Background: an optimization exercise with open tools, aiming at small area and a short achievable clock period. Do not read the settings as production practice.
In this exercise RTL edits were held to simulation tests only and were not proved equivalent to the original.

<file path="flow/design.v">
module FIR1 (X, clk, Y, reset);
  input  [13:0] X;
  input         clk;
  output [13:0] Y;
  input         reset;
  reg [13:0] d1;
  reg [13:0] d2;
  reg [13:0] d3;
  reg [13:0] d4;
  reg [13:0] d5;
  reg [13:0] d6;
  reg [13:0] d7;
  reg [13:0] d8;
  reg [13:0] d9;
  reg [13:0] d10;
  reg [13:0] d11;
  reg [13:0] d12;
  reg [13:0] d13;
  reg [13:0] d14;
  reg [13:0] d15;
  reg [13:0] d16;
  reg [13:0] d17;
  reg [13:0] d18;
  reg [13:0] d19;
  reg [14:0] q2_0;
  reg [14:0] q2_1;
  reg [14:0] q2_2;
  reg [14:0] q2_3;
  reg [16:0] t2_5;
  reg [29:0] r2a;
  reg [28:0] r2b;
  reg [15:0] r1;
  reg [0:0] r1c;
  reg [11:0] r1ha;
  reg [11:0] r1hb;
  reg [14:0] r1d;
  reg [13:0] Y;
  wire s1 = d17[2] ^ d19[2];
  wire c2 = d17[2] | d19[2];
  wire s3, c4;
  FIR1_fa us3 (~d17[0], d17[3], d19[3], s3, c4);
  wire s5, c6;
  FIR1_fa us5 (d17[4], d19[4], ~d17[1], s5, c6);
  wire s7, c8;
  FIR1_fa us7 (~d17[2], d17[5], d19[5], s7, c8);
  wire s9, c10;
  FIR1_fa us9 (~d17[3], d17[6], d19[6], s9, c10);
  wire s11, c12;
  FIR1_fa us11 (~d17[4], d17[7], d19[7], s11, c12);
  wire s13, c14;
  FIR1_fa us13 (~d17[5], d17[8], d19[8], s13, c14);
  wire s15, c16;
  FIR1_fa us15 (~d17[6], d17[9], d19[9], s15, c16);
  wire s17, c18;
  FIR1_fa us17 (~d17[7], d17[10], d19[10], s17, c18);
  wire s19, c20;
  FIR1_fa us19 (~d17[8], d17[11], d19[11], s19, c20);
  wire s21, c22;
  FIR1_fa us21 (~d17[9], d17[12], d19[12], s21, c22);
  wire s23, c24;
  FIR1_fa us23 (d17[13], d17[10], d19[13], s23, c24);
  wire [16:0] t2_5s = {~d17[13], d17[11], c24, ~c22, ~c20, ~c18, ~c16, ~c14, ~c12, ~c10, ~c8, ~c6, ~c4, ~c2, ~d17[1], ~d19[1], ~d17[0]} + {d17[12], ~d17[12], ~d17[11], s23, ~s21, ~s19, ~s17, ~s15, ~s13, ~s11, ~s9, ~s7, ~s5, ~s3, s1, d17[1], ~d19[0]};
  wire s25, c26;
  FIR1_ha us25 (q2_0[9], q2_0[5], s25, c26);
  wire s27 = q2_0[10] ^ q2_0[6];
  wire c28 = q2_0[10] | q2_0[6];
  wire s29, c30;
  FIR1_fa us29 (q2_0[4], q2_0[2], q2_1[0], s29, c30);
  wire s31 = q2_0[11] ^ q2_0[7];
  wire c32 = q2_0[11] | q2_0[7];
  wire s33, c34;
  FIR1_fa us33 (q2_0[5], q2_0[3], q2_1[1], s33, c34);
  wire s35, c36;
  FIR1_fa us35 (q2_2[11], q2_2[9], q2_2[4], s35, c36);
  wire s37, c38;
  FIR1_ha us37 (q2_2[2], q2_2[0], s37, c38);
  wire s39, c40;
  FIR1_fa us39 (q2_0[12], q2_0[8], q2_0[6], s39, c40);
  wire s41, c42;
  FIR1_fa us41 (q2_0[4], q2_1[2], q2_2[12], s41, c42);
  wire s43, c44;
  FIR1_fa us43 (q2_2[10], q2_2[5], q2_2[3], s43, c44);
  wire s45, c46;
  FIR1_fa us45 (q2_2[1], q2_3[7], q2_3[1], s45, c46);
  wire s47, c48;
  FIR1_fa us47 (q2_0[13], q2_0[9], q2_0[7], s47, c48);
  wire s49, c50;
  FIR1_fa us49 (q2_0[5], q2_1[3], q2_2[13], s49, c50);
  wire s51, c52;
  FIR1_fa us51 (q2_2[11], q2_2[6], q2_2[4], s51, c52);
  wire s53, c54;
  FIR1_fa us53 (q2_2[2], q2_3[8], q2_3[2], s53, c54);
  wire s55, c56;
  FIR1_ha us55 (q2_3[0], t2_5[9], s55, c56);
  wire s57, c58;
  FIR1_fa us57 (q2_0[10], q2_0[8], q2_0[6], s57, c58);
  wire s59, c60;
  FIR1_fa us59 (q2_1[4], q2_2[12], q2_2[7], s59, c60);
  wire s61, c62;
  FIR1_fa us61 (q2_2[5], q2_2[3], q2_3[9], s61, c62);
  wire s63, c64;
  FIR1_fa us63 (q2_3[3], q2_3[1], d9[0], s63, c64);
  wire s65, c66;
  FIR1_fa us65 (q2_0[14], q2_1[10], q2_2[14], s65, c66);
  wire s67 = t2_5[10] ^ q2_3[13];
  wire c68 = t2_5[10] & ~q2_3[13];
  wire s69, c70;
  FIR1_fa us69 (q2_0[11], q2_0[9], q2_0[7], s69, c70);
  wire s71, c72;
  FIR1_fa us71 (q2_1[5], q2_2[13], q2_2[8], s71, c72);
  wire s73, c74;
  FIR1_fa us73 (q2_2[6], q2_2[4], q2_3[14], s73, c74);
  wire s75, c76;
  FIR1_fa us75 (q2_3[10], q2_3[4], q2_3[2], s75, c76);
  wire s77, c78;
  FIR1_fa us77 (q2_1[11], q2_3[8], t2_5[13], s77, c78);
  wire s79, c80;
  FIR1_fa us79 (q2_0[12], q2_0[10], q2_0[8], s79, c80);
  wire s81, c82;
  FIR1_fa us81 (q2_1[6], q2_2[9], q2_2[7], s81, c82);
  wire s83, c84;
  FIR1_fa us83 (q2_2[5], q2_3[11], q2_3[5], s83, c84);
  wire s85, c86;
  FIR1_fa us85 (q2_3[3], d9[2], t2_5[12], s85, c86);
  wire s87 = q2_0[13] ^ q2_0[11];
  wire c88 = q2_0[13] | q2_0[11];
  wire s89, c90;
  FIR1_fa us89 (q2_0[9], q2_1[7], q2_2[10], s89, c90);
  wire s91, c92;
  FIR1_fa us91 (q2_2[8], q2_2[6], q2_3[12], s91, c92);
  wire s93, c94;
  FIR1_ha us93 (q2_3[6], q2_3[4], s93, c94);
  wire s95 = q2_0[12] ^ q2_0[10];
  wire c96 = q2_0[12] | q2_0[10];
  wire s97, c98;
  FIR1_fa us97 (q2_1[14], q2_1[8], q2_2[11], s97, c98);
  wire s99, c100;
  FIR1_fa us99 (q2_2[9], q2_2[7], q2_3[13], s99, c100);
  wire s101, c102;
  FIR1_ha us101 (q2_3[7], q2_3[5], s101, c102);
  wire s103 = q2_0[13] ^ q2_0[11];
  wire c104 = q2_0[13] | q2_0[11];
  wire s105, c106;
  FIR1_fa us105 (q2_1[9], q2_2[12], q2_2[10], s105, c106);
  wire s107 = q2_0[6] ^ q2_0[2];
  wire c108 = q2_0[6] | q2_0[2];
  wire s109, c110;
  FIR1_ha us109 (q2_0[0], q2_2[6], s109, c110);
  wire s111, c112;
  FIR1_fa us111 (q2_0[7], q2_0[3], q2_0[1], s111, c112);
  wire s113, c114;
  FIR1_fa us113 (q2_2[7], q2_2[5], q2_2[0], s113, c114);
  wire s115, c116;
  FIR1_ha us115 (q2_3[2], t2_5[3], s115, c116);
  wire s117, c118;
  FIR1_fa us117 (q2_0[8], q2_0[4], q2_0[2], s117, c118);
  wire s119, c120;
  FIR1_fa us119 (q2_0[0], q2_2[8], q2_2[6], s119, c120);
  wire s121, c122;
  FIR1_fa us121 (q2_2[1], q2_3[3], t2_5[4], s121, c122);
  wire s123 = q2_1[4] ^ q2_3[7];
  wire c124 = q2_1[4] | q2_3[7];
  wire s125, c126;
  FIR1_fa us125 (q2_0[3], q2_0[1], q2_2[9], s125, c126);
  wire s127, c128;
  FIR1_fa us127 (q2_2[7], q2_2[2], q2_2[0], s127, c128);
  wire s129, c130;
  FIR1_fa us129 (q2_1[5], q2_3[8], q2_3[2], s129, c130);
  wire s131, c132;
  FIR1_fa us131 (q2_3[4], t2_5[5], ~t2_5[7], s131, c132);
  wire s133, c134;
  FIR1_fa us133 (q2_2[10], q2_2[8], q2_2[3], s133, c134);
  wire s135, c136;
  FIR1_fa us135 (q2_2[1], q2_3[5], t2_5[6], s135, c136);
  wire s137, c138;
  FIR1_fa us137 (q2_1[6], q2_3[9], q2_3[3], s137, c138);
  wire s139, c140;
  FIR1_fa us139 (t2_5[8], ~c26, s27, s139, c140);
  wire s141, c142;
  FIR1_fa us141 (q2_3[6], q2_3[0], t2_5[7], s141, c142);
  wire s143, c144;
  FIR1_fa us143 (q2_1[7], q2_3[10], q2_3[4], s143, c144);
  wire s145, c146;
  FIR1_fa us145 (t2_5[9], ~c28, s31, s145, c146);
  wire s147, c148;
  FIR1_fa us147 (s37, c30, s33, s147, c148);
  wire s149, c150;
  FIR1_fa us149 (q2_1[8], q2_3[11], q2_3[5], s149, c150);
  wire s151, c152;
  FIR1_fa us151 (t2_5[8], c32, c38, s151, c152);
  wire s153, c154;
  FIR1_fa us153 (~t2_5[10], c34, c36, s153, c154);
  wire s155, c156;
  FIR1_fa us155 (s39, s41, s43, s155, c156);
  wire s157, c158;
  FIR1_fa us157 (q2_1[9], q2_3[12], q2_3[6], s157, c158);
  wire s159, c160;
  FIR1_fa us159 (s55, c40, c42, s159, c160);
  wire s161, c162;
  FIR1_fa us161 (~t2_5[11], c44, c46, s161, c162);
  wire s163, c164;
  FIR1_fa us163 (s47, s49, s51, s163, c164);
  wire s165, c166;
  FIR1_fa us165 (q2_3[7], t2_5[12], s67, s165, c166);
  wire s167, c168;
  FIR1_fa us167 (c56, c48, c50, s167, c168);
  wire s169, c170;
  FIR1_fa us169 (c52, c54, s57, s169, c170);
  wire s171, c172;
  FIR1_fa us171 (s59, s61, s63, s171, c172);
  wire s173, c174;
  FIR1_fa us173 (d9[1], t2_5[11], c68, s173, c174);
  wire s175, c176;
  FIR1_fa us175 (c58, c60, c62, s175, c176);
  wire s177, c178;
  FIR1_fa us177 (c64, s69, s71, s177, c178);
  wire s179, c180;
  FIR1_fa us179 (~c66, s73, s75, s179, c180);
  wire s181, c182;
  FIR1_fa us181 (q2_1[12], q2_2[14], q2_3[9], s181, c182);
  wire s183, c184;
  FIR1_fa us183 (c70, c72, c74, s183, c184);
  wire s185, c186;
  FIR1_fa us185 (t2_5[14], ~c76, c78, s185, c186);
  wire s187, c188;
  FIR1_fa us187 (s79, s81, s83, s187, c188);
  wire s189, c190;
  FIR1_fa us189 (q2_1[13], q2_3[10], t2_5[15], s189, c190);
  wire s191, c192;
  FIR1_fa us191 (d9[3], t2_5[13], s93, s191, c192);
  wire s193, c194;
  FIR1_fa us193 (c80, c82, c84, s193, c194);
  wire s195, c196;
  FIR1_fa us195 (c86, s89, s91, s195, c196);
  wire s197, c198;
  FIR1_fa us197 (d9[4], t2_5[16], t2_5[14], s197, c198);
  wire s199, c200;
  FIR1_fa us199 (q2_0[14], q2_3[11], s95, s199, c200);
  wire s201, c202;
  FIR1_fa us201 (c88, c94, s101, s201, c202);
  wire s203, c204;
  FIR1_fa us203 (c90, c92, s97, s203, c204);
  wire s205, c206;
  FIR1_fa us205 (q2_2[8], q2_3[8], q2_3[6], s205, c206);
  wire s207, c208;
  FIR1_fa us207 (d9[5], t2_5[15], ~q2_3[14], s207, c208);
  wire s209, c210;
  FIR1_fa us209 (~q2_3[12], c96, c102, s209, c210);
  wire s211, c212;
  FIR1_fa us211 (~s103, c98, c100, s211, c212);
  wire s213, c214;
  FIR1_fa us213 (q2_1[10], q2_2[13], q2_2[11], s213, c214);
  wire s215, c216;
  FIR1_fa us215 (q2_2[9], q2_3[9], q2_3[7], s215, c216);
  wire s217, c218;
  FIR1_fa us217 (q2_0[14], q2_3[13], t2_5[16], s217, c218);
  wire s219, c220;
  FIR1_fa us219 (d9[6], c104, ~q2_0[12], s219, c220);
  wire s221 = q2_0[13] ^ q2_1[11];
  wire c222 = q2_0[13] | q2_1[11];
  wire s223, c224;
  FIR1_fa us223 (q2_2[12], q2_2[10], q2_3[14], s223, c224);
  wire s225, c226;
  FIR1_fa us225 (q2_3[10], q2_3[8], d9[7], s225, c226);
  wire s227, c228;
  FIR1_ha us227 (q2_1[12], q2_2[13], s227, c228);
  wire s229 = q2_0[4] ^ q2_0[0];
  wire c230 = q2_0[4] | q2_0[0];
  wire s231, c232;
  FIR1_ha us231 (q2_2[4], q2_2[2], s231, c232);
  wire s233, c234;
  FIR1_fa us233 (q2_0[1], q2_2[5], q2_2[3], s233, c234);
  wire s235, c236;
  FIR1_fa us235 (q2_1[1], q2_3[4], t2_5[3], s235, c236);
  wire s237, c238;
  FIR1_ha us237 (q2_3[0], t2_5[1], s237, c238);
  wire s239, c240;
  FIR1_fa us239 (q2_2[4], q2_3[1], t2_5[2], s239, c240);
  wire s241, c242;
  FIR1_fa us241 (q2_1[2], q2_3[5], t2_5[4], s241, c242);
  wire s243, c244;
  FIR1_fa us243 (q2_0[5], ~s107, s109, s243, c244);
  wire s245, c246;
  FIR1_fa us245 (q2_1[3], q2_3[6], q2_3[0], s245, c246);
  wire s247, c248;
  FIR1_fa us247 (c108, c110, s115, s247, c248);
  wire s249, c250;
  FIR1_fa us249 (~t2_5[5], s111, s113, s249, c250);
  wire s251, c252;
  FIR1_fa us251 (q2_3[1], t2_5[6], ~c116, s251, c252);
  wire s253, c254;
  FIR1_fa us253 (s123, c112, c114, s253, c254);
  wire s255, c256;
  FIR1_fa us255 (s117, s119, s121, s255, c256);
  wire s257, c258;
  FIR1_fa us257 (s25, c118, c120, s257, c258);
  wire s259, c260;
  FIR1_fa us259 (c122, s125, s127, s259, c260);
  wire s261, c262;
  FIR1_fa us261 (c124, s129, ~s131, s261, c262);
  wire s263, c264;
  FIR1_fa us263 (c126, c128, ~c130, s263, c264);
  wire s265, c266;
  FIR1_fa us265 (c132, s29, s133, s265, c266);
  wire s267, c268;
  FIR1_fa us267 (~s135, s137, s139, s267, c268);
  wire s269, c270;
  FIR1_fa us269 (c134, c136, ~c138, s269, c270);
  wire s271, c272;
  FIR1_fa us271 (s35, s141, ~s143, s271, c272);
  wire s273, c274;
  FIR1_fa us273 (c140, s145, ~s147, s273, c274);
  wire s275, c276;
  FIR1_fa us275 (c142, ~c144, s45, s275, c276);
  wire s277, c278;
  FIR1_fa us277 (s149, c146, ~s151, s277, c278);
  wire s279, c280;
  FIR1_fa us279 (c148, s153, s155, s279, c280);
  wire s281, c282;
  FIR1_fa us281 (c150, ~s53, s157, s281, c282);
  wire s283, c284;
  FIR1_fa us283 (c152, c154, c156, s283, c284);
  wire s285, c286;
  FIR1_fa us285 (s159, s161, s163, s285, c286);
  wire s287, c288;
  FIR1_fa us287 (c158, s65, s165, s287, c288);
  wire s289, c290;
  FIR1_fa us289 (c160, c162, c164, s289, c290);
  wire s291, c292;
  FIR1_fa us291 (s167, s169, s171, s291, c292);
  wire s293, c294;
  FIR1_fa us293 (s77, c166, ~s173, s293, c294);
  wire s295, c296;
  FIR1_fa us295 (c168, c170, c172, s295, c296);
  wire s297, c298;
  FIR1_fa us297 (s175, s177, s179, s297, c298);
  wire s299, c300;
  FIR1_fa us299 (s85, ~s181, c174, s299, c300);
  wire s301, c302;
  FIR1_fa us301 (c176, c178, s183, s301, c302);
  wire s303, c304;
  FIR1_fa us303 (~s185, c180, s187, s303, c304);
  wire s305, c306;
  FIR1_fa us305 (s87, c182, s189, s305, c306);
  wire s307, c308;
  FIR1_fa us307 (c184, s191, c188, s307, c308);
  wire s309, c310;
  FIR1_fa us309 (~c186, s193, s195, s309, c310);
  wire s311, c312;
  FIR1_fa us311 (~c190, s99, s197, s311, c312);
  wire s313, c314;
  FIR1_fa us313 (c192, c194, s201, s313, c314);
  wire s315, c316;
  FIR1_fa us315 (~s199, c196, s203, s315, c316);
  wire s317, c318;
  FIR1_fa us317 (c198, s105, s205, s317, c318);
  wire s319, c320;
  FIR1_fa us319 (s207, ~c200, c202, s319, c320);
  wire s321, c322;
  FIR1_fa us321 (s209, c204, s211, s321, c322);
  wire s323, c324;
  FIR1_fa us323 (c106, c206, c208, s323, c324);
  wire s325, c326;
  FIR1_fa us325 (s213, s215, ~s217, s325, c326);
  wire s327, c328;
  FIR1_fa us327 (c210, s219, c212, s327, c328);
  wire s329, c330;
  FIR1_fa us329 (q2_2[14], ~q2_0[12], s221, s329, c330);
  wire s331, c332;
  FIR1_fa us331 (c214, c216, ~c218, s331, c332);
  wire s333, c334;
  FIR1_fa us333 (s223, s225, c220, s333, c334);
  wire s335, c336;
  FIR1_fa us335 (q2_2[11], q2_3[11], q2_3[9], s335, c336);
  wire s337, c338;
  FIR1_fa us337 (d9[8], ~q2_0[14], c222, s337, c338);
  wire s339, c340;
  FIR1_fa us339 (s227, c224, c226, s339, c340);
  wire s341 = q2_1[13] ^ q2_2[12];
  wire c342 = q2_1[13] | q2_2[12];
  wire s343, c344;
  FIR1_fa us343 (q2_3[12], q2_3[10], d9[9], s343, c344);
  wire s345 = c228 ^ q2_2[14];
  wire c346 = c228 & ~q2_2[14];
  wire s347 = q2_2[13] ^ q2_3[13];
  wire c348 = q2_2[13] | q2_3[13];
  wire s349, c350;
  FIR1_ha us349 (q2_3[11], d9[10], s349, c350);
  wire s351, c352;
  FIR1_ha us351 (q2_0[2], q2_2[2], s351, c352);
  wire s353 = q2_0[3] ^ q2_2[3];
  wire c354 = q2_0[3] | q2_2[3];
  wire s355 = q2_2[1] ^ q2_3[2];
  wire c356 = q2_2[1] & ~q2_3[2];
  wire s357, c358;
  FIR1_fa us357 (q2_1[0], q2_3[3], t2_5[2], s357, c358);
  wire s359, c360;
  FIR1_fa us359 (t2_5[0], ~s229, s231, s359, c360);
  wire s361, c362;
  FIR1_fa us361 (c230, c232, s237, s361, c362);
  wire s363, c364;
  FIR1_fa us363 (q2_0[5], ~s233, s235, s363, c364);
  wire s365, c366;
  FIR1_fa us365 (c238, c234, ~c236, s365, c366);
  wire s367, c368;
  FIR1_fa us367 (s239, ~s241, s243, s367, c368);
  wire s369, c370;
  FIR1_fa us369 (~c240, c242, s245, s369, c370);
  wire s371, c372;
  FIR1_fa us371 (c244, s247, s249, s371, c372);
  wire s373, c374;
  FIR1_fa us373 (c246, ~c248, s251, s373, c374);
  wire s375, c376;
  FIR1_fa us375 (s253, c250, s255, s375, c376);
  wire s377, c378;
  FIR1_fa us377 (c254, c256, s257, s377, c378);
  wire s379, c380;
  FIR1_fa us379 (c252, ~s259, s261, s379, c380);
  wire s381, c382;
  FIR1_fa us381 (c258, c260, s263, s381, c382);
  wire s383, c384;
  FIR1_fa us383 (~s265, c262, s267, s383, c384);
  wire s385, c386;
  FIR1_fa us385 (c264, c266, s269, s385, c386);
  wire s387, c388;
  FIR1_fa us387 (~s271, c268, s273, s387, c388);
  wire s389, c390;
  FIR1_fa us389 (c270, c272, s275, s389, c390);
  wire s391, c392;
  FIR1_fa us391 (s277, c274, ~s279, s391, c392);
  wire s393, c394;
  FIR1_fa us393 (~c276, s281, c278, s393, c394);
  wire s395, c396;
  FIR1_fa us395 (c280, s283, s285, s395, c396);
  wire s397, c398;
  FIR1_fa us397 (c282, ~c284, s287, s397, c398);
  wire s399, c400;
  FIR1_fa us399 (c286, s289, s291, s399, c400);
  wire s401, c402;
  FIR1_fa us401 (c288, ~c290, s293, s401, c402);
  wire s403, c404;
  FIR1_fa us403 (c292, s295, s297, s403, c404);
  wire s405, c406;
  FIR1_fa us405 (s299, ~c294, c296, s405, c406);
  wire s407, c408;
  FIR1_fa us407 (s301, c298, s303, s407, c408);
  wire s409, c410;
  FIR1_fa us409 (~s305, c300, c302, s409, c410);
  wire s411, c412;
  FIR1_fa us411 (s307, c304, s309, s411, c412);
  wire s413, c414;
  FIR1_fa us413 (s311, c308, s313, s413, c414);
  wire s415, c416;
  FIR1_fa us415 (~c306, c310, s315, s415, c416);
  wire s417, c418;
  FIR1_fa us417 (c312, s317, c314, s417, c418);
  wire s419, c420;
  FIR1_fa us419 (s319, s321, c316, s419, c420);
  wire s421, c422;
  FIR1_fa us421 (c318, s323, s325, s421, c422);
  wire s423, c424;
  FIR1_fa us423 (c320, c322, s327, s423, c424);
  wire s425, c426;
  FIR1_fa us425 (c324, s331, c326, s425, c426);
  wire s427, c428;
  FIR1_fa us427 (~s329, s333, c328, s427, c428);
  wire s429, c430;
  FIR1_fa us429 (s335, ~c330, s337, s429, c430);
  wire s431, c432;
  FIR1_fa us431 (c332, s339, c334, s431, c432);
  wire s433, c434;
  FIR1_fa us433 (~s341, c336, s343, s433, c434);
  wire s435, c436;
  FIR1_fa us435 (~s345, c338, c340, s435, c436);
  wire s437, c438;
  FIR1_fa us437 (q2_1[14], ~c342, s347, s437, c438);
  wire s439, c440;
  FIR1_fa us439 (s349, c344, c346, s439, c440);
  wire s441, c442;
  FIR1_fa us441 (q2_3[12], d9[11], ~q2_2[14], s441, c442);
  wire s443, c444;
  FIR1_fa us443 (~q2_3[14], c348, c350, s443, c444);
  wire s445 = q2_2[0] ^ q2_3[1];
  wire c446 = q2_2[0] & ~q2_3[1];
  wire s447, c448;
  FIR1_fa us447 (t2_5[1], s353, s355, s447, c448);
  wire s449, c450;
  FIR1_fa us449 (c354, c356, ~s357, s449, c450);
  wire s451, c452;
  FIR1_fa us451 (~c358, c360, s361, s451, c452);
  wire s453, c454;
  FIR1_fa us453 (c362, s365, ~c364, s453, c454);
  wire s455, c456;
  FIR1_fa us455 (c366, ~s369, c368, s455, c456);
  wire s457, c458;
  FIR1_fa us457 (c370, s373, ~c372, s457, c458);
  wire s459, c460;
  FIR1_fa us459 (~c374, c376, s377, s459, c460);
  wire s461, c462;
  FIR1_fa us461 (c378, s381, ~c380, s461, c462);
  wire s463, c464;
  FIR1_fa us463 (c382, s385, ~c384, s463, c464);
  wire s465, c466;
  FIR1_fa us465 (c386, s389, ~c388, s465, c466);
  wire s467, c468;
  FIR1_fa us467 (~c390, s393, c392, s467, c468);
  wire s469, c470;
  FIR1_fa us469 (c394, s397, ~c396, s469, c470);
  wire s471, c472;
  FIR1_fa us471 (c398, s401, ~c400, s471, c472);
  wire s473, c474;
  FIR1_fa us473 (~c402, s405, c404, s473, c474);
  wire s475, c476;
  FIR1_fa us475 (c406, s409, c408, s475, c476);
  wire s477, c478;
  FIR1_fa us477 (c410, s413, c412, s477, c478);
  wire s479, c480;
  FIR1_fa us479 (c414, s417, s419, s479, c480);
  wire s481, c482;
  FIR1_fa us481 (s421, c418, c420, s481, c482);
  wire s483, c484;
  FIR1_fa us483 (c422, s425, c424, s483, c484);
  wire s485, c486;
  FIR1_fa us485 (s429, c426, s431, s485, c486);
  wire s487, c488;
  FIR1_fa us487 (s433, c430, s435, s487, c488);
  wire s489, c490;
  FIR1_fa us489 (~s437, c434, s439, s489, c490);
  wire s491, c492;
  FIR1_fa us491 (s441, ~c438, s443, s491, c492);
  wire s493, c494;
  FIR1_fa us493 (q2_3[13], d9[12], c442, s493, c494);
  wire s495, c496;
  FIR1_ha us495 (q2_0[1], q2_2[1], s495, c496);
  wire s497, c498;
  FIR1_fa us497 (t2_5[0], ~s351, s445, s497, c498);
  wire s499, c500;
  FIR1_fa us499 (c352, c446, ~s447, s499, c500);
  wire s501, c502;
  FIR1_fa us501 (~c448, s359, s449, s501, c502);
  wire s503, c504;
  FIR1_fa us503 (c450, ~s363, s451, s503, c504);
  wire s505, c506;
  FIR1_fa us505 (c452, s367, s453, s505, c506);
  wire s507, c508;
  FIR1_fa us507 (c454, s371, s455, s507, c508);
  wire s509, c510;
  FIR1_fa us509 (s375, c456, ~s457, s509, c510);
  wire s511, c512;
  FIR1_fa us511 (s379, c458, ~s459, s511, c512);
  wire s513, c514;
  FIR1_fa us513 (c460, ~s383, s461, s513, c514);
  wire s515, c516;
  FIR1_fa us515 (c462, ~s387, s463, s515, c516);
  wire s517, c518;
  FIR1_fa us517 (~s391, c464, s465, s517, c518);
  wire s519, c520;
  FIR1_fa us519 (s395, c466, ~s467, s519, c520);
  wire s521, c522;
  FIR1_fa us521 (~s399, c468, s469, s521, c522);
  wire s523, c524;
  FIR1_fa us523 (~s403, c470, s471, s523, c524);
  wire s525, c526;
  FIR1_fa us525 (s407, ~c472, s473, s525, c526);
  wire s527, c528;
  FIR1_fa us527 (s411, c474, s475, s527, c528);
  wire s529, c530;
  FIR1_fa us529 (s415, c476, s477, s529, c530);
  wire s531, c532;
  FIR1_fa us531 (c416, c478, s479, s531, c532);
  wire s533, c534;
  FIR1_fa us533 (s423, c480, s481, s533, c534);
  wire s535, c536;
  FIR1_fa us535 (s427, c482, s483, s535, c536);
  wire s537, c538;
  FIR1_fa us537 (c428, s485, c484, s537, c538);
  wire s539, c540;
  FIR1_fa us539 (c432, s487, c486, s539, c540);
  wire s541, c542;
  FIR1_fa us541 (c436, s489, c488, s541, c542);
  wire s543, c544;
  FIR1_fa us543 (c440, s491, c490, s543, c544);
  wire s545, c546;
  FIR1_fa us545 (c444, s493, c492, s545, c546);
  wire s547, c548;
  FIR1_fa us547 (~d9[13], q2_3[14], c494, s547, c548);
  wire s549, c550;
  FIR1_ha us549 (r2a[6], r2b[6], s549, c550);
  wire s551, c552;
  FIR1_fa us551 (r2a[7], r2b[7], d1[5], s551, c552);
  wire s553, c554;
  FIR1_fa us553 (r2a[8], r2b[8], d1[6], s553, c554);
  wire s555, c556;
  FIR1_fa us555 (r2a[9], d1[7], d1[5], s555, c556);
  wire s557, c558;
  FIR1_fa us557 (r2b[10], d1[8], d1[6], s557, c558);
  wire s559, c560;
  FIR1_fa us559 (r2a[11], r2b[11], d1[9], s559, c560);
  wire s561, c562;
  FIR1_fa us561 (r2a[12], r2b[12], d1[10], s561, c562);
  wire s563, c564;
  FIR1_fa us563 (r2a[13], r2b[13], d1[11], s563, c564);
  wire s565, c566;
  FIR1_fa us565 (r2a[14], d1[12], d1[10], s565, c566);
  wire s567, c568;
  FIR1_fa us567 (r2a[15], r2b[15], d1[13], s567, c568);
  wire s569, c570;
  FIR1_ha us569 (r2b[16], d1[12], s569, c570);
  wire s571, c572;
  FIR1_ha us571 (r2a[17], r2b[17], s571, c572);
  wire s573, c574;
  FIR1_ha us573 (r2a[4], r2b[4], s573, c574);
  wire s575, c576;
  FIR1_fa us575 (r2a[5], r2b[5], d1[3], s575, c576);
  wire s577, c578;
  FIR1_fa us577 (d1[4], d1[2], d1[0], s577, c578);
  wire s579, c580;
  FIR1_fa us579 (d1[3], d1[1], c550, s579, c580);
  wire s581, c582;
  FIR1_fa us581 (d1[4], d1[2], c552, s581, c582);
  wire s583, c584;
  FIR1_fa us583 (d1[3], ~r2b[9], c554, s583, c584);
  wire s585, c586;
  FIR1_fa us585 (d1[4], ~r2a[10], c556, s585, c586);
  wire s587, c588;
  FIR1_fa us587 (d1[7], d1[5], c558, s587, c588);
  wire s589, c590;
  FIR1_fa us589 (d1[8], d1[6], c560, s589, c590);
  wire s591, c592;
  FIR1_fa us591 (d1[9], d1[7], c562, s591, c592);
  wire s593, c594;
  FIR1_fa us593 (d1[8], ~r2b[14], c564, s593, c594);
  wire s595, c596;
  FIR1_fa us595 (d1[11], d1[9], c566, s595, c596);
  wire s597, c598;
  FIR1_fa us597 (d1[10], ~r2a[16], s569, s597, c598);
  wire s599, c600;
  FIR1_fa us599 (d1[11], c570, s571, s599, c600);
  wire s601, c602;
  FIR1_fa us601 (r2a[18], r2b[18], d1[12], s601, c602);
  wire s603, c604;
  FIR1_ha us603 (r2a[19], r2b[19], s603, c604);
  wire s605, c606;
  FIR1_ha us605 (r2a[2], d1[0], s605, c606);
  wire s607, c608;
  FIR1_fa us607 (r2b[3], d1[1], ~r2a[3], s607, c608);
  wire s609, c610;
  FIR1_fa us609 (d1[2], d1[0], s573, s609, c610);
  wire s611, c612;
  FIR1_fa us611 (d1[1], c574, s575, s611, c612);
  wire s613, c614;
  FIR1_fa us613 (s549, c576, s577, s613, c614);
  wire s615, c616;
  FIR1_fa us615 (c578, s551, s579, s615, c616);
  wire s617, c618;
  FIR1_fa us617 (s553, c580, s581, s617, c618);
  wire s619, c620;
  FIR1_fa us619 (s555, c582, s583, s619, c620);
  wire s621, c622;
  FIR1_fa us621 (s557, c584, s585, s621, c622);
  wire s623, c624;
  FIR1_fa us623 (s559, c586, s587, s623, c624);
  wire s625, c626;
  FIR1_fa us625 (s561, c588, s589, s625, c626);
  wire s627, c628;
  FIR1_fa us627 (s563, c590, s591, s627, c628);
  wire s629, c630;
  FIR1_fa us629 (s565, c592, s593, s629, c630);
  wire s631, c632;
  FIR1_fa us631 (~s567, c594, s595, s631, c632);
  wire s633, c634;
  FIR1_fa us633 (~c568, c596, s597, s633, c634);
  wire s635, c636;
  FIR1_fa us635 (~d1[13], c598, s599, s635, c636);
  wire s637, c638;
  FIR1_fa us637 (c572, s601, c600, s637, c638);
  wire s639, c640;
  FIR1_fa us639 (~d1[13], s603, c602, s639, c640);
  wire s641, c642;
  FIR1_fa us641 (r2a[20], r2b[20], c604, s641, c642);
  wire s643, c644;
  FIR1_ha us643 (r2a[21], r2b[21], s643, c644);
  wire s645, c646;
  FIR1_ha us645 (r2a[22], r2b[22], s645, c646);
  wire s647, c648;
  FIR1_ha us647 (r2a[23], r2b[23], s647, c648);
  wire s649, c650;
  FIR1_ha us649 (r2a[24], r2b[24], s649, c650);
  wire s651, c652;
  FIR1_ha us651 (r2a[25], r2b[25], s651, c652);
  wire s653, c654;
  FIR1_ha us653 (r2a[26], r2b[26], s653, c654);
  wire s655, c656;
  FIR1_ha us655 (r2a[27], r2b[27], s655, c656);
  wire s657 = r2b[28] ^ r2a[28];
  wire c658 = r2b[28] & ~r2a[28];
  wire [29:0] ra1 = {r2a[29], c656, c654, c652, c650, c648, c646, c644, c642, c640, c638, c636, c634, c632, c630, c628, c626, c624, c622, c620, c618, c616, c614, c612, c610, c608, c606, ~r2b[2], r2b[1], r2a[0]}, rb1 = {c658, ~s657, s655, s653, s651, s649, s647, s645, s643, s641, s639, s637, s635, s633, s631, s629, s627, s625, s623, s621, s619, s617, s615, s613, s611, s609, s607, s605, ~r2a[1], r2b[0]};
  wire [18:0] rl1 = {1'b0, ra1[17:0]} + {1'b0, rb1[17:0]};
  wire [11:0] qhi = {r1ha[11], r1ha[10], r1ha[9], r1ha[8], r1ha[7], r1ha[6], r1ha[5], r1ha[4], r1ha[3], r1ha[2], r1ha[1], r1ha[0]} + {r1hb[11], ~r1hb[10], r1hb[9], r1hb[8], r1hb[7], r1hb[6], r1hb[5], r1hb[4], r1hb[3], r1hb[2], r1hb[1], r1hb[0]} + {11'd0, r1c};
  wire [13:0] xu = {X[13], ~X[12:0]};
  wire [14:0] qd = ~r1d;
  wire [15:0] ca, cb;   
  assign ca[0] = r1[0] ^ xu[0];
  assign cb[0] = 1'b0;
  assign cb[1] = qd[0] & xu[0];
  genvar gi;
  generate for (gi = 1; gi < 14; gi = gi + 1) begin : csa
    assign ca[gi] = r1[gi] ^ xu[gi] ^ xu[gi-1];
    assign cb[gi+1] = (qd[gi] & xu[gi]) | (qd[gi] & xu[gi-1]) | (xu[gi] & xu[gi-1]);
  end endgenerate
  assign ca[14] = r1[14] ^ xu[13];
  assign cb[15] = qd[14] & xu[13];
  assign ca[15] = r1[15];
  wire [15:0] pg0 = ca & cb, pt0 = ca | cb;
  wire [15:0] pg1, pt1;
  assign pg1[0] = pg0[0];
  assign pt1[0] = pt0[0];
  assign pg1[1] = pg0[1] | (pt0[1] & pg0[0]);
  assign pt1[1] = pt0[1] & pt0[0];
  assign pg1[2] = pg0[2] | (pt0[2] & pg0[1]);
  assign pt1[2] = pt0[2] & pt0[1];
  assign pg1[3] = pg0[3] | (pt0[3] & pg0[2]);
  assign pt1[3] = pt0[3] & pt0[2];
  assign pg1[4] = pg0[4] | (pt0[4] & pg0[3]);
  assign pt1[4] = pt0[4] & pt0[3];
  assign pg1[5] = pg0[5] | (pt0[5] & pg0[4]);
  assign pt1[5] = pt0[5] & pt0[4];
  assign pg1[6] = pg0[6] | (pt0[6] & pg0[5]);
  assign pt1[6] = pt0[6] & pt0[5];
  assign pg1[7] = pg0[7] | (pt0[7] & pg0[6]);
  assign pt1[7] = pt0[7] & pt0[6];
  assign pg1[8] = pg0[8] | (pt0[8] & pg0[7]);
  assign pt1[8] = pt0[8] & pt0[7];
  assign pg1[9] = pg0[9] | (pt0[9] & pg0[8]);
  assign pt1[9] = pt0[9] & pt0[8];
  assign pg1[10] = pg0[10] | (pt0[10] & pg0[9]);
  assign pt1[10] = pt0[10] & pt0[9];
  assign pg1[11] = pg0[11] | (pt0[11] & pg0[10]);
  assign pt1[11] = pt0[11] & pt0[10];
  assign pg1[12] = pg0[12] | (pt0[12] & pg0[11]);
  assign pt1[12] = pt0[12] & pt0[11];
  assign pg1[13] = pg0[13] | (pt0[13] & pg0[12]);
  assign pt1[13] = pt0[13] & pt0[12];
  assign pg1[14] = pg0[14] | (pt0[14] & pg0[13]);
  assign pt1[14] = pt0[14] & pt0[13];
  assign pg1[15] = pg0[15] | (pt0[15] & pg0[14]);
  assign pt1[15] = pt0[15] & pt0[14];
  wire [15:0] pg2, pt2;
  assign pg2[0] = pg1[0];
  assign pt2[0] = pt1[0];
  assign pg2[1] = pg1[1];
  assign pt2[1] = pt1[1];
  assign pg2[2] = pg1[2] | (pt1[2] & pg1[0]);
  assign pt2[2] = pt1[2] & pt1[0];
  assign pg2[3] = pg1[3] | (pt1[3] & pg1[1]);
  assign pt2[3] = pt1[3] & pt1[1];
  assign pg2[4] = pg1[4] | (pt1[4] & pg1[2]);
  assign pt2[4] = pt1[4] & pt1[2];
  assign pg2[5] = pg1[5] | (pt1[5] & pg1[3]);
  assign pt2[5] = pt1[5] & pt1[3];
  assign pg2[6] = pg1[6] | (pt1[6] & pg1[4]);
  assign pt2[6] = pt1[6] & pt1[4];
  assign pg2[7] = pg1[7] | (pt1[7] & pg1[5]);
  assign pt2[7] = pt1[7] & pt1[5];
  assign pg2[8] = pg1[8] | (pt1[8] & pg1[6]);
  assign pt2[8] = pt1[8] & pt1[6];
  assign pg2[9] = pg1[9] | (pt1[9] & pg1[7]);
  assign pt2[9] = pt1[9] & pt1[7];
  assign pg2[10] = pg1[10] | (pt1[10] & pg1[8]);
  assign pt2[10] = pt1[10] & pt1[8];
  assign pg2[11] = pg1[11] | (pt1[11] & pg1[9]);
  assign pt2[11] = pt1[11] & pt1[9];
  assign pg2[12] = pg1[12] | (pt1[12] & pg1[10]);
  assign pt2[12] = pt1[12] & pt1[10];
  assign pg2[13] = pg1[13] | (pt1[13] & pg1[11]);
  assign pt2[13] = pt1[13] & pt1[11];
  assign pg2[14] = pg1[14] | (pt1[14] & pg1[12]);
  assign pt2[14] = pt1[14] & pt1[12];
  assign pg2[15] = pg1[15] | (pt1[15] & pg1[13]);
  assign pt2[15] = pt1[15] & pt1[13];
  wire [15:0] pg3, pt3;
  assign pg3[0] = pg2[0];
  assign pt3[0] = pt2[0];
  assign pg3[1] = pg2[1];
  assign pt3[1] = pt2[1];
  assign pg3[2] = pg2[2];
  assign pt3[2] = pt2[2];
  assign pg3[3] = pg2[3];
  assign pt3[3] = pt2[3];
  assign pg3[4] = pg2[4] | (pt2[4] & pg2[0]);
  assign pt3[4] = pt2[4] & pt2[0];
  assign pg3[5] = pg2[5] | (pt2[5] & pg2[1]);
  assign pt3[5] = pt2[5] & pt2[1];
  assign pg3[6] = pg2[6] | (pt2[6] & pg2[2]);
  assign pt3[6] = pt2[6] & pt2[2];
  assign pg3[7] = pg2[7] | (pt2[7] & pg2[3]);
  assign pt3[7] = pt2[7] & pt2[3];
  assign pg3[8] = pg2[8] | (pt2[8] & pg2[4]);
  assign pt3[8] = pt2[8] & pt2[4];
  assign pg3[9] = pg2[9] | (pt2[9] & pg2[5]);
  assign pt3[9] = pt2[9] & pt2[5];
  assign pg3[10] = pg2[10] | (pt2[10] & pg2[6]);
  assign pt3[10] = pt2[10] & pt2[6];
  assign pg3[11] = pg2[11] | (pt2[11] & pg2[7]);
  assign pt3[11] = pt2[11] & pt2[7];
  assign pg3[12] = pg2[12] | (pt2[12] & pg2[8]);
  assign pt3[12] = pt2[12] & pt2[8];
  assign pg3[13] = pg2[13] | (pt2[13] & pg2[9]);
  assign pt3[13] = pt2[13] & pt2[9];
  assign pg3[14] = pg2[14] | (pt2[14] & pg2[10]);
  assign pt3[14] = pt2[14] & pt2[10];
  assign pg3[15] = pg2[15] | (pt2[15] & pg2[11]);
  assign pt3[15] = pt2[15] & pt2[11];
  wire [15:0] pg4, pt4;
  assign pg4[0] = pg3[0];
  assign pt4[0] = pt3[0];
  assign pg4[1] = pg3[1];
  assign pt4[1] = pt3[1];
  assign pg4[2] = pg3[2];
  assign pt4[2] = pt3[2];
  assign pg4[3] = pg3[3];
  assign pt4[3] = pt3[3];
  assign pg4[4] = pg3[4];
  assign pt4[4] = pt3[4];
  assign pg4[5] = pg3[5];
  assign pt4[5] = pt3[5];
  assign pg4[6] = pg3[6];
  assign pt4[6] = pt3[6];
  assign pg4[7] = pg3[7];
  assign pt4[7] = pt3[7];
  assign pg4[8] = pg3[8] | (pt3[8] & pg3[0]);
  assign pt4[8] = pt3[8] & pt3[0];
  assign pg4[9] = pg3[9] | (pt3[9] & pg3[1]);
  assign pt4[9] = pt3[9] & pt3[1];
  assign pg4[10] = pg3[10] | (pt3[10] & pg3[2]);
  assign pt4[10] = pt3[10] & pt3[2];
  assign pg4[11] = pg3[11] | (pt3[11] & pg3[3]);
  assign pt4[11] = pt3[11] & pt3[3];
  assign pg4[12] = pg3[12] | (pt3[12] & pg3[4]);
  assign pt4[12] = pt3[12] & pt3[4];
  assign pg4[13] = pg3[13] | (pt3[13] & pg3[5]);
  assign pt4[13] = pt3[13] & pt3[5];
  assign pg4[14] = pg3[14] | (pt3[14] & pg3[6]);
  assign pt4[14] = pt3[14] & pt3[6];
  assign pg4[15] = pg3[15] | (pt3[15] & pg3[7]);
  assign pt4[15] = pt3[15] & pt3[7];
  wire cy16 = pg4[15];   
  wire cy14 = pg4[13], cy15 = pg4[14];
  wire y0 = ca[14] ^ cb[14] ^ cy14;
  wire y1 = ca[15] ^ cb[15] ^ cy15;
  wire [11:0] hq = qhi;
  wire [11:0] hall;   
  assign hall[0] = 1'b1;
  generate for (gi = 1; gi < 12; gi = gi + 1) begin : inc
    assign hall[gi] = hall[gi-1] & hq[gi-1];
  end endgenerate
  wire [13:0] yn = {hq ^ (hall & {12{cy16}}), y1, y0};
  always @(posedge clk or posedge reset) begin
    if (reset) begin
      d1 <= 14'd0;
      d2 <= 14'd0;
      d3 <= 14'd0;
      d4 <= 14'd0;
      d5 <= 14'd0;
      d6 <= 14'd0;
      d7 <= 14'd0;
      d8 <= 14'd0;
      d9 <= 14'd0;
      d10 <= 14'd0;
      d11 <= 14'd0;
      d12 <= 14'd0;
      d13 <= 14'd0;
      d14 <= 14'd0;
      d15 <= 14'd0;
      d16 <= 14'd0;
      d17 <= 14'd0;
      d18 <= 14'd0;
      d19 <= 14'd0;
      q2_0 <= 15'd32767;
      q2_1 <= 15'd0;
      q2_2 <= 15'd32767;
      q2_3 <= 15'd0;
      t2_5 <= 17'd0;
      r2a <= 30'd804619270;
      r2b <= 29'd49668;
      r1 <= 16'd40963;
      r1c <= 1'd0;
      r1ha <= 12'd4095;
      r1hb <= 12'd1024;
      r1d <= 15'd24572;
      Y <= 14'd0;
    end else begin
      d1 <= X;
      d2 <= d1;
      d3 <= d2;
      d4 <= d3;
      d5 <= d4;
      d6 <= d5;
      d7 <= d6;
      d8 <= d7;
      d9 <= d8;
      d10 <= d9;
      d11 <= d10;
      d12 <= d11;
      d13 <= d12;
      d14 <= d13;
      d15 <= d14;
      d16 <= d15;
      d17 <= d16;
      d18 <= d17;
      d19 <= d18;
      q2_0 <= ~({d1[13], d1} + {d15[13], d15});
      q2_1 <= {d3[13], d3} + {d13[13], d13};
      q2_2 <= ~({d5[13], d5} + {d11[13], d11});
      q2_3 <= {d7[13], d7} + {d9[13], d9};
      t2_5 <= t2_5s;
      r2a <= {1'b1, q2_3[14], c546, c544, c542, c540, c538, c536, c534, c532, c530, c528, c526, c524, c522, c520, c518, c516, c514, c512, c510, c508, c506, c504, c502, c500, c498, c496, q2_3[0], q2_0[0]};
      r2b <= {c548, s547, s545, s543, s541, s539, s537, s535, s533, s531, s529, s527, s525, s523, s521, s519, s517, s515, s513, s511, s509, s507, s505, s503, s501, s499, s497, s495, q2_2[0]};
      r1 <= rl1[17:2];
      r1c <= rl1[18];
      r1ha <= {r2a[29], c656, c654, c652, c650, c648, c646, c644, c642, c640, c638, c636};
      r1hb <= {c658, s657, s655, s653, s651, s649, s647, s645, s643, s641, s639, s637};
      r1d <= ~rl1[16:2];
      Y <= yn;
    end
  end
endmodule
module FIR1_fa (a, b, c, s, co);
  input a, b, c;
  output s, co;
  assign s = a ^ b ^ c;
  assign co = (a & b) | (a & c) | (b & c);
endmodule
module FIR1_ha (a, b, s, co);
  input a, b;
  output s, co;
  assign s = a ^ b;
  assign co = a & b;
endmodule
</file>
<file path="flow/flow/run.sh">
#!/bin/bash
set -euo pipefail
bash standard.sh SETUP_SLACK_MARGIN=6.2 "BUFFER_PORTS_ARGS=-buffer_cell sky130_fd_sc_hd__buf_4" finish > standard_run.log 2>&1
</file>
<file path="flow/standard.sh">
#!/bin/bash
# synth_recipe.tcl (not shown) runs the flow's synth.tcl, then flattens the netlist and writes it again
# the make line also repeats each setting of config.mk as NAME=value (left out here)
make -C /OpenROAD-flow-scripts/flow DESIGN_CONFIG=/design/flow/config.mk WORK_HOME=/design/flow/orfs CLKGATE_MAP_FILE= SYNTH_SCRIPT=/design/flow/synth_recipe.tcl "${@:-finish}"
</file>
<file path="flow/config.mk">
export PLATFORM = sky130hd
export DESIGN_NAME = FIR1
export DESIGN_NICKNAME = FIR1
export VERILOG_FILES = /design/flow/design.v
export SDC_FILE = /design/flow/constraint.sdc
export NUM_CORES = 4
export LEC_CHECK = 0
export ABC_AREA = 1
export CAP_MARGIN = 20
export CORE_MARGIN = 2
export CORE_UTILIZATION = 40
export CTS_CLUSTER_DIAMETER = 150
export CTS_CLUSTER_SIZE = 26
export SLEW_MARGIN = 20
export SYNTH_HIERARCHICAL = 1
export SYNTH_MINIMUM_KEEP_SIZE = 0
</file>
<file path="flow/constraint.sdc">
create_clock -name core_clock -period 10.0 [get_ports {clk}]
set_input_delay 2.0000 -clock core_clock [delete_from_list [all_inputs] [get_ports {clk}]]
set_output_delay 2.0000 -clock core_clock [all_outputs]
set_load 0.01 [all_outputs]
</file>
==> results.txt, run 1 <==
status complete, no violations; vias in the first global route around 15000; fmax between 200 and 300 MHz; Final ANT Viol Nets 0; Port Buffers 29; die footprint between 60000 and 70000 sq um; max-slew violation count 0; Total GRT Usage 0.1743; grt total ovfl 0; Syn Area/Cell 12.43 sq um; CTS tree built; FF-to-FF path depth 6; final setup skew 32.10 ps; # clock sinks approximately 470; vias 13700; sequential area share after synthesis 0.4801; Max-Cap Viols 0; Hold Crit Depth 0; Root Driver clkbuf_16; Detailed Place HPWL approximately 43 mm; layout cells sized above 1 0.08617; wire per inst around 19 um; worst r2r dst r2b[16]$_DFF_PP0_; yosys warns 7; GP Congestion approximately 0.9; Final Hold Fails 0; RR Startpoint q2_2[7]$_DFF_PP1_; Die Wd ~250 um; Slew @ Worst Pin between 900 and 1000 ps; type of the worst setup path reg2reg; RSZ-0062 raised after global routing no; # Post-CTS Setup Buffers 0; Cells after Synth approximately 2000; final setup vio count 0; total CTS buffers 22; Max Root-Sink Buffers 3; HP Class reg2reg; WP data arrival 4140 ps; cell area after synthesis 24640 sq um; Iter 0 DRT Violations 1033; Ant. Diodes 0; io pins 30; CP Capture Type flop; Post-synth EDFFs 0; flop-to-flop setup slack 6310 ps; Initial Util 0.4067; FFs w/ async S/R, synth 1.000; hold buffers post-CTS 0; most frequent cells in the layout 393 x dfrtp_1, 318 x nand2_1, 292 x fa_1; Critical Path RT 10450 ps; Yosys top cell area share 0.4001; initial antenna violation count 3; largest net degree at the start of global routing about 190; Syn-to-layout area delta 7.805%; first-pass GRT wire length approximately 84 mm; most common cell after layout, fill and taps aside dfrtp_1; Total Negative Setup Slacks 0 ps; CP startpoint kind flop; row count 90; number of distinct library cells after synthesis 40; final worst path period share 0.3686; Clock Pin Slew Worst Setup and Hold Paths about 100 ps; H-Tree Depth 1; Yosys reg bits 469; Worst-Skew Late Latency 570 ps; nets 2493; die height roughly 250 um; Routed WL around 53 mm; DRC viols 0; syn nets about 2400; Area contributors post-synth dfrtp_1 40%, fa_1 24%, dfstp_2 8.0%, ha_1 7.5%, nand2_1 4.8%; Synth area leader dfrtp_1; Min-Delay Endpoint d9[5]$_DFF_PP0_; CP Max Fanout 5; DRT Pass-1 Iters 5; Avg Vias per Cell 4.831; final critical-path required period between 3000 and 4000 ps; Primary FF master, synth dfrtp_1; HP Start d8[5]$_DFF_PP0_; core box area 60580 sq um; Rel. slew slack 0.3526
==> worst max-delay path, stage by stage (launching register included) <==
cell and delay (ps):
dfstp_2 710, fa_1 490, fa_1 450, fa_1 480, fa_1 490, fa_1 530, fa_1 400
==> metrics by stage <==
stage / std cells / cell area, sq um / setup WS (ps) / hold WS [ps] / util
after floorplan: 1982 / 24640 / 1710 / 331.2 / -
after global placement: 2795 / 25860 / 5519 / 331.8 / 0.4269
after detailed placement: 2795 / 25860 / 5444 / 334.7 / 0.4269
after CTS: 2835 / 26540 / 6251 / 329.1 / 0.4381
after global routing: 2836 / 26560 / 6202 / 330.5 / 0.4385
final: 2836 / 26560 / 6314 / 323.5 / 0.4385
==> what timing repair did <==
item | CTS | global route
resized for setup | 2 | 2
setup endpoints to repair | 158 | 3
hold endpoints to repair | 0 | 0
gates cloned | 0 | 0
==> state kept, by name, summed over array words and instances, names as in the netlist, 15 cells and up <==
| signal | count |
|---|---|
| q2_1 | 15 |
| r1 | 15 |
| q2_0 | 15 |
| r1d | 15 |
| q2_2 | 15 |
| q2_3 | 15 |
| t2_5 | 17 |
| r2b | 29 |
| r2a | 29 |
==> metal layers <==
metal | GRT usage | up-vias | routed length (um) | share of wire
met5 | 0 | - | 0 | 0
li1 | - | 6313 | - | -
met2 | 0.2835 | 245 | 24780 | 0.47
met4 | 0.04734 | 0 | 1411 | 0.027
met1 | 0.2460 | 7062 | 24350 | 0.46
met3 | 0.02575 | 80 | 2274 | 0.043
==> cells by family after synthesis <==
| logic type | share of synthesized area |
|---|---|
| AND/OR/NAND/NOR | 0.09399 |
| flip-flops | 0.4801 |
| adder cells (fa/ha/maj) | 0.3119 |
| buffers and inverters | 0.04494 |
| AO/OA/AOI/OAI | 0.03849 |
| XOR/XNOR | 0.03057 |
==> cell usage after synthesis, types with 30 or more instances <==
cell     number
inv_1       282
nand2_1     318
ha_1        147
o21ai_0      41
xnor2_1      30
nor2_1       59
dfstp_2      75
dfrtp_1     394
a21oi_1      80
fa_1        292
nand3_1      94
xor2_1       56
==> layout make-up <==
class	count	area, sq um
tap	782	978.4
clock inverter	2	35.03
multi-input combinational	1222	11700
timing repair buffer	35	299.0
inverter	288	1085
sequential	469	11830
clock buffer	38	631.9
fill	5488	34020
==> worst max-delay path by stage <==
stage                  startpoint  slack [ps]  cells past startpoint                 end
5_1_grt        q2_0[11]$_DFF_PP1_        6200                      8   r2b[19]$_DFF_PP0_
3_3_place_gp                reset        5520                      4  t2_5[16]$_DFF_PP0_
2_1_floorplan               reset        1710                      1      Y[0]$_DFF_PP0_
3_5_place_dp                reset        5440                      4   d19[12]$_DFF_PP0_
6_report        q2_2[7]$_DFF_PP1_        6310                      6   r2b[16]$_DFF_PP0_
4_1_cts           d1[5]$_DFF_PP0_        6250                     11    r1[15]$_DFF_PP1_
==> modules after synthesis, one instance, submodules excluded <==
| module | area [sq um] | copies in the design | cells inside |
|---|---|---|---|
| FIR1 | 18610 | 1 | 1671 |
| FIR1_ha | 12.51 | 26 | 1 |
| FIR1_fa | 20.02 | 285 | 1 |
==> inputs of run 2 (changes only) <==
==> flow/flow/run.sh (replaced) <==
#!/bin/bash
set -euo pipefail
bash standard.sh SETUP_SLACK_MARGIN=6.45 "BUFFER_PORTS_ARGS=-buffer_cell sky130_fd_sc_hd__buf_4" finish > standard_run.log 2>&1
==> run 2 against run 1 <==
Largest cell class unchanged. Synthesized area stayed put. Clock skew shrank 1.5 ps. Register-to-register slack improved by 90 ps. Maximum frequency increased by 2.5%. Worst setup slack better by 91 ps. Critical path type unchanged.
==> results.txt, run 2 <==
status complete, no violations; wire per inst about 19 um; hold buffers post-CTS 0; initial antenna violation count 2; biggest regs r2a: 29 flops, r2b: 29 flops, t2_5: 17 flops; Critical Path, Cell by Cell buf_4 -> fa_1 -> fa_1 -> fa_2 -> fa_2 -> fa_1 -> fa_1; worst r2r dst r2b[16]$_DFF_PP0_; final critical-path required period approximately 3600 ps; DRT Pass-1 Iters 5; GP Congestion about 0.9; Max Root-Sink Buffers 3; CP startpoint kind flop; flop-to-flop setup slack 6400 ps; vias in the first global route around 15000; row count 90; Cells after Synth 1982; final worst path period share 0.3595; Hold Crit Depth 0; HP Start d8[5]$_DFF_PP0_; final setup skew ~30 ps; Max-Cap Viols 0; Fillers roughly 5400; Yosys top cell area share 0.4001; register area ~12000 sq um; Syn Area/Cell 12.43 sq um; nets approximately 2500; Detailed Place HPWL approximately 43 mm; Routed WL between 50 and 60 mm; die footprint 63600 sq um; max-slew violation count 0; H-Tree Depth 1; layout cells sized above 1 0.1166; worst slack at placement approximately 5400 ps; Max stage delay on crit path 610 ps; Min-Delay Endpoint d9[5]$_DFF_PP0_; Final Hold Fails 0; Syn-to-layout area delta 9.150%; core box area between 60000 and 70000 sq um; Clock Pin Slew Worst Setup and Hold Paths 100 ps; setup ws final 6405 ps; grt total ovfl 0; CP Capture Type flop; Final ANT Viol Nets 0; Root Driver clkbuf_16; Post-synth EDFFs 0; type of the worst setup path reg2reg; Total GRT Usage 0.1762; Initial Util 0.4067; first-pass GRT wire length roughly 85 mm; WP data arrival approximately 4100 ps; final setup vio count 0; Worst-Skew Late Latency between 500 and 600 ps; sequential area share after synthesis 0.4801; Ant. Diodes 0; Rel. slew slack 0.4636; FFs w/ async S/R, synth 1.000; most numerous cell in the Yosys netlist dfrtp_1; CP max-delay cell dfstp_2; number of distinct library cells after synthesis 40; Most common cell on crit path fa_1; Critical Path RT between 10000 and 15000 ps; RR Startpoint q2_0[11]$_DFF_PP1_; most common cell after layout, fill and taps aside dfrtp_1; Slew @ Worst Pin approximately 800 ps; CTS tree built; vias between 10000 and 15000; FF-to-FF path depth 7; DRC viols 0; syn nets about 2400; Area contributors post-synth dfrtp_1 40%, fa_1 24%, dfstp_2 8.0%, ha_1 7.5%, nand2_1 4.8%; cell area after synthesis approximately 25000 sq um; yosys warns 7; io pins 30; Port Buffers 29; Yosys reg bits 469; die height 252.2 um; Avg Vias per Cell between 4 and 5; total CTS buffers 22; most frequent cells in the layout 382 x dfrtp_1, 318 x nand2_1, 276 x inv_1; Post-synth top cells 394 x dfrtp_1, 318 x nand2_1, 292 x fa_1, 282 x inv_1, 147 x ha_1; HP Class reg2reg; Primary FF master, synth dfrtp_1; fmax 278.1 MHz; Iter 0 DRT Violations roughly 950; area of the multi-input gates around 12000 sq um; RSZ-0062 raised after global routing yes; Die Wd ~250 um; Synth area leader dfrtp_1; # clock sinks about 470; CP Max Fanout 2; largest net degree at the start of global routing 187; Total Negative Setup Slacks 0 ps
[run 2: layout make-up]
type,count,area share
Sequential cell,469,0.4404
Multi-Input combinational cell,1222,0.4376
Inverter,288,0.04034
Tap cell,782,0.03638
Clock buffer,38,0.02349
Timing Repair Buffer,64,0.02014
Clock inverter,2,0.001303
Timing Repair inverter,1,0.0002791
[run 2: per-layer routing]
metal | up-vias | GRT usage | share of wire
li1 | 6367 | - | -
met1 | 7202 | 0.2488 | 0.45
met2 | 289 | 0.2896 | 0.48
met3 | 74 | 0.02410 | 0.047
met4 | 0 | 0.04396 | 0.024
met5 | - | 0 | 0
[run 2: worst max-delay path by stage]
stage / from / to / slack (ps) / depth (start not counted)
after floorplan: reset / Y[0]$_DFF_PP0_ / 1710 / 1
after global placement: reset / t2_5[16]$_DFF_PP0_ / 5520 / 4
after detailed placement: reset / d19[12]$_DFF_PP0_ / 5440 / 4
after CTS: q2_0[11]$_DFF_PP1_ / r2b[16]$_DFF_PP0_ / 6440 / 7
after global routing: q2_0[11]$_DFF_PP1_ / r2b[16]$_DFF_PP0_ / 6340 / 7
final: q2_0[11]$_DFF_PP1_ / r2b[16]$_DFF_PP0_ / 6400 / 7
[run 2: cell families (layout without fill, tap and decap cells)]
kind of cell	Yosys count	count (layout)	share of synthesized area
AO/OA/AOI/OAI	167	167	0.03849
flip-flops	469	469	0.4801
XOR/XNOR	86	86	0.03057
adder cells (fa/ha/maj)	439	439	0.3119
buffers and inverters	291	393	0.04494
AND/OR/NAND/NOR	530	530	0.09399
[run 2: critical path, delay by kind of cell, from the launching register on]
kind / cells / cell delay [ps]
buffers and inverters: 1 / 140
flip-flops: 1 / 610
adder cells (fa/ha/maj): 6 / 2730
[run 2: through the flow]
| stage | util | cell area [sq um] | hold slack, ps | instances |
|---|---|---|---|---|
| 2_1_floorplan | - | 24640 | 331.2 | 1982 |
| 3_3_place_gp | 0.4269 | 25860 | 331.8 | 2795 |
| 3_5_place_dp | 0.4269 | 25860 | 334.7 | 2795 |
| 4_1_cts | 0.4426 | 26810 | 329.1 | 2862 |
| 5_1_grt | 0.4439 | 26890 | 330.5 | 2866 |
| 6_report | 0.4439 | 26890 | 323.5 | 2866 |
[run 2: per-module statistics from Yosys (local to each module, per instance)]
| module | flip-flops and latches | cells | cell area, sq um |
|---|---|---|---|
| FIR1_ha | 0 | 1 | 12.51 |
| FIR1_fa | 0 | 1 | 20.02 |
| FIR1 | 469 | 1671 | 18610 |
[run 2: repair_timing]
item                                    4_1_cts  5_1_grt
endpoints found under the setup margin      257      142
setup buffers                                26        3
pin swaps                                    13       15
cloned                                        1        1
hold endpoints to repair                      0        0
resized for setup                            29       14

-- port drivers added, routing unchanged --
The results above use ideal ports. As a check the final layouts listed here were re-extracted and re-timed, cells and wires unchanged. Step 1 assumes that a clkbuf_16 drives the clock port and a buf_2 every other input. Step 2 also shifts input and output timing later by t, the mid clock arrival at the registers, as if the neighbouring blocks saw the same clock. a / b / c = ideal / step 1 / step 2; a / b = the first two.
run	t, ns	slack for setup (ns)	hold slack, ns	pins driven straight from the clock port
run 1	0.615	6.314 / 6.314 / 6.002	0.324 / 0.324 / 0.324	1
run 2	0.617	6.405 / 6.405 / 6.153	0.324 / 0.324 / 0.324	1
After both steps setup and hold are still met in every run listed. For run 1, which loses most, drivers alone change the setup slack by 0.000 ns; drivers and shift together by -0.312 ns.
